Context: an optimization exercise on an open-source flow, tuned for small area and a short achievable clock period. The choices shown serve that exercise and are no tape-out recipe.
RTL that was checked went through simulation tests only; none was proved equivalent to the original.
Power and IR drop assume default switching activity.

Design dipole, start of the top module:
module dipole(clk_in, reset, clk_out, r_vga, g_vga, b_vga, h_sync, v_sync, h_c, v_c, cw, ccw, start, stop, led, led2);
	input clk_in;
	input reset;
	output reg clk_out;
	input cw;
	input ccw;
	input start;
	input stop;
	output [7:0] r_vga;
	output [7:0] g_vga;
	output [7:0] b_vga;
	output reg h_sync;
	output reg v_sync;
	output [9:0] h_c;
	output [9:0] v_c;
	output led;
	output led2;
	reg [9:0] h_count;
	reg [9:0] v_count;
	reg [2:0] vm5;    
	reg [2:0] vd5;    
	assign h_c = h_count;
	assign v_c = v_count;
	wire h_last = h_count[9] & h_count[8] & (&h_count[4:0]);    
	wire v_last = v_count[9] & v_count[3] & v_count[2];         
	wire h_step = !clk_out;
	wire v_step = h_step && h_last;
	always @ (posedge clk_in)
		if (reset)
			clk_out <= 1'b0;
		else
			clk_out <= ~clk_out;
	always @ (posedge clk_in)
		begin
			if (reset)
				begin
					h_count <= 0;
					v_count <= 0;
					vm5 <= 0;
					vd5 <= 0;
				end
			else if (h_step)
				begin
					if (h_last)
						begin
							h_count <= 0;
							if (v_last)
								v_count <= 0;
							else
								v_count <= v_count + 1'b1;
							if (vm5[2])
								begin
									vm5 <= 0;
									vd5 <= vd5[2] ? 3'd0 : vd5 + 1'b1;
								end
							else
								vm5 <= vm5 + 1'b1;
						end
					else
						h_count <= h_count + 1'b1;
				end
		end
	always @ (posedge clk_in)
		begin
			if (reset)
				begin
					h_sync <= 1'b1;
					v_sync <= 1'b1;
				end
			else
				begin
  ...
clock: 400.0 ns
lec_check: 0
cap_margin: 20
core_margin: 2
core_utilization: 60
place_density: 0.7
slew_margin: 20
standard.sh (not shown) runs the stock make flow with config.mk's settings and CLKGATE_MAP_FILE= SYNTH_SCRIPT=/design/flow/synth_recipe.tcl, a recipe that flattens the netlist after the stock synthesis.
==> flow/flow/run.sh <==
#!/bin/bash
# Own layout flow: the standard synthesis, then the combinational logic is
# mapped again with a stronger ABC script (the flip-flops, their names and cell
# types are kept as the standard synthesis made them), then the standard
# layout from that netlist.
set -euo pipefail
W=$(pwd)
R=$W/orfs/results/$FLOW_PLATFORM/dipole/base
L=$W/orfs/logs/$FLOW_PLATFORM/dipole/base
LIB=$FLOW_HOME/platforms/$FLOW_PLATFORM/lib/sky130_fd_sc_hd__tt_025C_1v80.lib
YOSYS=$(command -v yosys || echo "$FLOW_HOME/../tools/install/yosys/bin/yosys")

bash standard.sh synth > "$W/flow_synth.log" 2>&1
cp -p "$R/1_2_yosys.v" "$W/standard_1_2_yosys.v"

# the platform's don't-use cells, as the standard synthesis passed them to ABC
DONTUSE=$(grep -o -- "-dont_use [A-Za-z0-9_]*" "$L/1_2_yosys.log" | sort -u | tr '\n' ' ')

LIB="$LIB" IN="$W/standard_1_2_yosys.v" OUT="$W/resyn_1_2_yosys.v" \
  ABCSCRIPT="$W/flow/resyn.abc" DONTUSE="$DONTUSE" \
  "$YOSYS" -c "$W/flow/resyn.tcl" > "$W/flow_resyn.log" 2>&1

cp "$W/resyn_1_2_yosys.v" "$R/1_2_yosys.v"
touch "$R/1_2_yosys.v"

# ports get the smallest buffer rather than a delay cell; the clock tree uses
# small buffers and no dummy loads
bash standard.sh "BUFFER_PORTS_ARGS=-buffer_cell sky130_fd_sc_hd__buf_1" \
  "CTS_ARGS=-sink_clustering_enable -repair_clock_nets -buf_list {sky130_fd_sc_hd__clkbuf_4} -dont_use_dummy_load" \
  finish > "$W/flow_layout.log" 2>&1
Other scripts of this flow, unchanged in this note and not shown: flow/flow/resyn.abc, flow/flow/resyn.tcl
==> next run, changes <==
--- a/flow/flow/run.sh
+++ b/flow/flow/run.sh
@@ -28,3 +28,3 @@
 bash standard.sh "BUFFER_PORTS_ARGS=-buffer_cell sky130_fd_sc_hd__buf_1" \
-  "CTS_ARGS=-sink_clustering_enable -repair_clock_nets -buf_list {sky130_fd_sc_hd__clkbuf_4} -dont_use_dummy_load" \
+  "CTS_ARGS=-sink_clustering_enable -repair_clock_nets -buf_list {sky130_fd_sc_hd__clkbuf_4} -root_buf sky130_fd_sc_hd__clkbuf_8 -dont_use_dummy_load" \
   finish > "$W/flow_layout.log" 2>&1
Result: Synthesized area is unchanged. Worst setup slack improves by 74 ps. Routed wire length went up slightly. Synthesized cell count is unchanged. Combinational power hardly moves. Power went up by roughly a tenth. Clock-buffer cell count does not change. Cell area went up slightly. Non-clock buffer count is unchanged. Final cell count stays the same.
==> next run, changes <==
CAP_MARGIN = 10   (was 20)
GPL_TIMING_DRIVEN = 0   (was unset)
SLEW_MARGIN = 10   (was 20)
=>
- The changed run finished with timing, DRC and antenna clean
- flip-flop and latch count stays the same
- die area does not change
- synthesized area is unchanged
- wire length is lower by 8.9%

* * *

== rev 12 ==
dipole, a different RTL version from the one above (not shown whole).
Size in the first run: roughly 1500 cells after synthesis, ~76 flip-flops, about 10000 sq um of cells after synthesis.
make LEC_CHECK=0 CAP_MARGIN=20 CORE_MARGIN=2 CORE_UTILIZATION=40 SLEW_MARGIN=20 finish   # period 400.0 ns
run.sh (not shown) runs the stock make flow with config.mk's settings and CLKGATE_MAP_FILE= SYNTH_SCRIPT=/design/flow/synth_recipe.tcl, a recipe that flattens the netlist after the stock synthesis.
Stock flow here: none of the scripts above is used.
Modified inputs, rev 13 compared to rev 12
==> flow/flow/run.sh (new file) <==
#!/bin/bash
# Own layout flow: the standard synthesis, then the combinational logic is
# mapped again with a stronger ABC script (the flip-flops, their names and cell
# types are kept as the standard synthesis made them), then the standard
# layout from that netlist.
set -euo pipefail
W=$(pwd)
R=$W/orfs/results/$FLOW_PLATFORM/dipole/base
L=$W/orfs/logs/$FLOW_PLATFORM/dipole/base
LIB=$FLOW_HOME/platforms/$FLOW_PLATFORM/lib/sky130_fd_sc_hd__tt_025C_1v80.lib
YOSYS=$(command -v yosys || echo "$FLOW_HOME/../tools/install/yosys/bin/yosys")

bash standard.sh synth > "$W/flow_synth.log" 2>&1
cp -p "$R/1_2_yosys.v" "$W/standard_1_2_yosys.v"

# the platform's don't-use cells, as the standard synthesis passed them to ABC
DONTUSE=$(grep -o -- "-dont_use [A-Za-z0-9_]*" "$L/1_2_yosys.log" | sort -u | tr '\n' ' ')

LIB="$LIB" IN="$W/standard_1_2_yosys.v" OUT="$W/resyn_1_2_yosys.v" \
  ABCSCRIPT="$W/flow/resyn.abc" DONTUSE="$DONTUSE" \
  "$YOSYS" -c "$W/flow/resyn.tcl" > "$W/flow_resyn.log" 2>&1

cp "$W/resyn_1_2_yosys.v" "$R/1_2_yosys.v"
touch "$R/1_2_yosys.v"

bash standard.sh > "$W/flow_layout.log" 2>&1
==> flow/flow/resyn.abc (new file) <==
strash
&get -n
&deepsyn -T 60
&put
&get -n
&dch -f
&nf -R 1000
&put
==> flow/flow/resyn.tcl (new file) <==
# Map the combinational logic of the standard synthesis's netlist again,
# keeping every flip-flop instance (name and cell type) as it is.
yosys -import
set lib $::env(LIB)
read_liberty -ignore_miss_func $lib
foreach m {dfxtp_1 dfxtp_2 dfxtp_4 dfrtp_1 dfrtp_2 dfrtp_4 dfstp_1 dfstp_2 dfstp_4
           dfxbp_1 dfxbp_2 dfrbp_1 dfrbp_2 dfsbp_1 dfsbp_2 dfbbn_1 dfbbn_2 dfbbp_1
           dfrtn_1 edfxtp_1 edfxbp_1 dlxtp_1 dlxtn_1 dlxtn_2 dlxtn_4 dlxbn_1 dlxbn_2
           dlxbp_1 dlrtp_1 dlrtp_2 dlrtp_4 dlrtn_1 dlrtn_2 dlrtn_4 dlrbn_1 dlrbn_2
           dlrbp_1 dlrbp_2 sdfxtp_1 sdfxtp_2 sdfxtp_4 conb_1} {
  catch { blackbox sky130_fd_sc_hd__$m }
}
read_verilog $::env(IN)
hierarchy -check -top dipole
flatten
opt_clean -purge
tee -o $::env(OUT).before.stat stat
abc -script $::env(ABCSCRIPT) -liberty $lib {*}$::env(DONTUSE)
opt_clean -purge
setundef -zero
hilomap -singleton -hicell sky130_fd_sc_hd__conb_1 HI -locell sky130_fd_sc_hd__conb_1 LO
insbuf -buf sky130_fd_sc_hd__buf_4 A X
splitnets
opt_clean -purge
tee -o $::env(OUT).stat stat -liberty $lib
# the cells' own models (from read_liberty) are not written, only the design
write_verilog -noattr -nohex -nodec $::env(OUT)
==> flow/standard.sh (new file) <==
#!/bin/bash
# synth_recipe.tcl (not shown) runs the flow's synth.tcl, then flattens the netlist and writes it again
# the make line also repeats each setting of config.mk as NAME=value (left out here)
make -C /OpenROAD-flow-scripts/flow DESIGN_CONFIG=/design/flow/config.mk WORK_HOME=/design/flow/orfs CLKGATE_MAP_FILE= SYNTH_SCRIPT=/design/flow/synth_recipe.tcl "${@:-finish}"
removed: flow/run.sh
Findings:
Final area: higher on rev 12
Against rev 12, net switching power in rev 13 fell by more than 10%.
[rev 13] net switching fraction of the power fell 2.0 points relative to rev 12
| fraction of standard cell area that is sequential | higher: rev 13 |
Path length in cells of the critical path: rev 13 < rev 12
Max routed wire length across rev 12 and rev 13: rev 12
In the flow results for rev 12 and rev 13, the combinational logic power is smaller on rev 13.
Rev 12 → rev 13: y dimension of the die decreased 27 microns; initial DRC count decreased about 6%.
Comparing rev 12 and rev 13, global routing usage summed across all routing layers is lower on rev 12.
Largest incremental delay on the critical path ends up higher on rev 13.
No run of this note included a check of the RTL's function; only the layout flow was run.

* * *

Setup of run F:
dipole, a different RTL version from the one above (not shown whole).
Size in the first run: about 980 cells after synthesis, ~6600 sq um of cells after synthesis.
## dipole
module dipole(clk_in, reset, clk_out, r_vga, g_vga, b_vga, h_sync, v_sync, h_c, v_c, cw, ccw, start, stop, led, led2);
	input clk_in;
	input reset;
	output reg clk_out;
	input cw;
	input ccw;
	input start;
	input stop;
	output [7:0] r_vga;
	output [7:0] g_vga;
	output [7:0] b_vga;
	output reg h_sync;
	output reg v_sync;
	output [9:0] h_c;
	output [9:0] v_c;
	output led;
	output led2;
	reg [9:0] h_count;
	reg [9:0] v_count;
	reg [2:0] vm5;    
	reg [2:0] vd5;    
	assign h_c = h_count;
	assign v_c = v_count;
	wire h_last = h_count[9] & h_count[8] & (&h_count[4:0]);    
	wire v_last = v_count[9] & v_count[3] & v_count[2];         
	wire h_step = !clk_out;
	wire v_step = h_step && h_last;
	always @ (posedge clk_in)
		if (reset)
			clk_out <= 1'b0;
		else
			clk_out <= ~clk_out;
	always @ (posedge clk_in)
		begin
			if (reset)
				begin
					h_count <= 0;
					v_count <= 0;
					vm5 <= 0;
					vd5 <= 0;
				end
			else if (h_step)
				begin
					if (h_last)
						begin
							h_count <= 0;
							if (v_last)
								v_count <= 0;
							else
								v_count <= v_count + 1'b1;
							if (vm5[2])
								begin
									vm5 <= 0;
									vd5 <= vd5[2] ? 3'd0 : vd5 + 1'b1;
								end
							else
								vm5 <= vm5 + 1'b1;
						end
					else
						h_count <= h_count + 1'b1;
				end
		end
	always @ (posedge clk_in)
		begin
			if (reset)
				begin
					h_sync <= 1'b1;
					v_sync <= 1'b1;
				end
			else
				begin
					if (h_step)
						h_sync <= ~(h_count >= 655 && h_count < 751);
					else
						h_sync <= ~(h_count >= 656 && h_count < 752);
					if (v_step)
						v_sync <= ~(v_count >= 489 && v_count < 491);
					else
						v_sync <= ~(v_count >= 490 && v_count < 492);
				end
		end
	wire vga_out = (h_count < 640) && (v_count < 480);
	wire tick_b = h_step && (
		(vm5 == 3'd0 && h_count == 10'd497) ||
		(vm5 == 3'd1 && h_count == 10'd697) ||
		(vm5 == 3'd3 && h_count == 10'd97) ||
		(vm5 == 3'd4 && h_count == 10'd297));
	wire tick_circle = tick_b && (vm5 == 3'd0 || vm5 == 3'd3);
  ...
clock: 400.0 ns
lec_check: 0
cap_margin: 20
core_margin: 2
core_utilization: 72
place_density: 0.82
slew_margin: 20
standard.sh (not shown) runs the stock make flow with config.mk's settings and CLKGATE_MAP_FILE= SYNTH_SCRIPT=/design/flow/synth_recipe.tcl, a recipe that flattens the netlist after the stock synthesis.
==> flow/flow/run.sh <==
#!/bin/bash
# Own layout flow: the standard synthesis, then the combinational logic is
# mapped again with a stronger ABC script (the flip-flops, their names and cell
# types are kept as the standard synthesis made them), then the standard
# layout from that netlist.
set -euo pipefail
W=$(pwd)
R=$W/orfs/results/$FLOW_PLATFORM/dipole/base
L=$W/orfs/logs/$FLOW_PLATFORM/dipole/base
LIB=$FLOW_HOME/platforms/$FLOW_PLATFORM/lib/sky130_fd_sc_hd__tt_025C_1v80.lib
YOSYS=$(command -v yosys || echo "$FLOW_HOME/../tools/install/yosys/bin/yosys")

bash standard.sh synth > "$W/flow_synth.log" 2>&1
cp -p "$R/1_2_yosys.v" "$W/standard_1_2_yosys.v"

# the platform's don't-use cells, as the standard synthesis passed them to ABC
DONTUSE=$(grep -o -- "-dont_use [A-Za-z0-9_]*" "$L/1_2_yosys.log" | sort -u | tr '\n' ' ')

LIB="$LIB" IN="$W/standard_1_2_yosys.v" OUT="$W/resyn_1_2_yosys.v" \
  ABCSCRIPT="$W/flow/resyn.abc" DONTUSE="$DONTUSE" \
  "$YOSYS" -c "$W/flow/resyn.tcl" > "$W/flow_resyn.log" 2>&1

cp "$W/resyn_1_2_yosys.v" "$R/1_2_yosys.v"
touch "$R/1_2_yosys.v"

# ports get the smallest buffer rather than a delay cell; the clock tree uses
# small buffers and no dummy loads
bash standard.sh "BUFFER_PORTS_ARGS=-buffer_cell sky130_fd_sc_hd__buf_1" \
  "CTS_ARGS=-sink_clustering_enable -repair_clock_nets -buf_list {sky130_fd_sc_hd__clkbuf_4 sky130_fd_sc_hd__clkbuf_8} -dont_use_dummy_load" \
  finish > "$W/flow_layout.log" 2>&1
Other scripts of this flow, unchanged in this note and not shown: flow/flow/resyn.abc, flow/flow/resyn.tcl
Every stage of the flow completed for run F, and the final layout passed the timing, DRC and antenna checks.
#### Input delta (run A over run F)
Settings: PLACE_DENSITY changed from 0.82 to 0.7; CORE_UTILIZATION changed from 72 to 60.
## What came out
- Run A: initial core utilization 14 points below run F
- Number of detailed-routing iterations run before antenna repair: run A vs run F up 2
- Register-to-register slack (run A over run F): increase, 0.18 ns
- On non-clock buffer share of cell area, run A and run F are neck and neck.
- On total power: between run A and run F, it ends up higher for run F.
- | proportion of layout cells with a drive suffix above 1 | run F vs run A | ≈ equal |
No functional check of the RTL was part of any run of this note.

-- port drivers added, routing unchanged --
How much do the figures lean on ideal ports? The routed layouts below were timed once more, with nothing changed but the port constraints. Step 1, drivers: a clkbuf_16 drives clk_in and a buf_2 each remaining input, both assumed. Step 2, shift: input delay + t, output delay - t, t = (earliest + latest rising clock arrival at the registers) / 2. This alone moves slack from input paths to output paths. a / b / c = ideal ports / drivers / drivers and shift; a / b = the first two.
run	shift t [ns]	setup WS [ns]	hold WS [ns]	clock arrival spread, ns	worst register clock-pin slew, ns
the first run of note 1	0.432	318.512 / 318.479 / 318.243	0.459 / 0.459 / 0.459	0.049 / 0.049	0.12 / 0.12
the second run of note 1	0.374	318.586 / 318.550 / 318.229	0.459 / 0.459 / 0.459	0.032 / 0.031	0.08 / 0.08
the third run of note 1	0.384	318.276 / 318.238 / 318.084	0.465 / 0.465 / 0.465	0.022 / 0.022	0.08 / 0.08
rev 12	0.397	317.794 / 317.821 / 317.424	0.480 / 0.480 / 0.480	0.014 / 0.014	0.07 / 0.07
rev 13	0.394	317.882 / 317.905 / 317.511	0.455 / 0.455 / 0.455	0.010 / 0.010	0.07 / 0.07
run F	0.381	318.636 / 318.603 / 318.451	0.460 / 0.460 / 0.460	0.027 / 0.027	0.08 / 0.08
run A	0.372	318.654 / 318.618 / 318.452	0.467 / 0.467 / 0.467	0.024 / 0.024	0.08 / 0.08
After both steps setup and hold are still met in every run listed. The setup slack of rev 13, which loses most, moves by +0.023 ns with the drivers and by -0.371 ns with both steps.
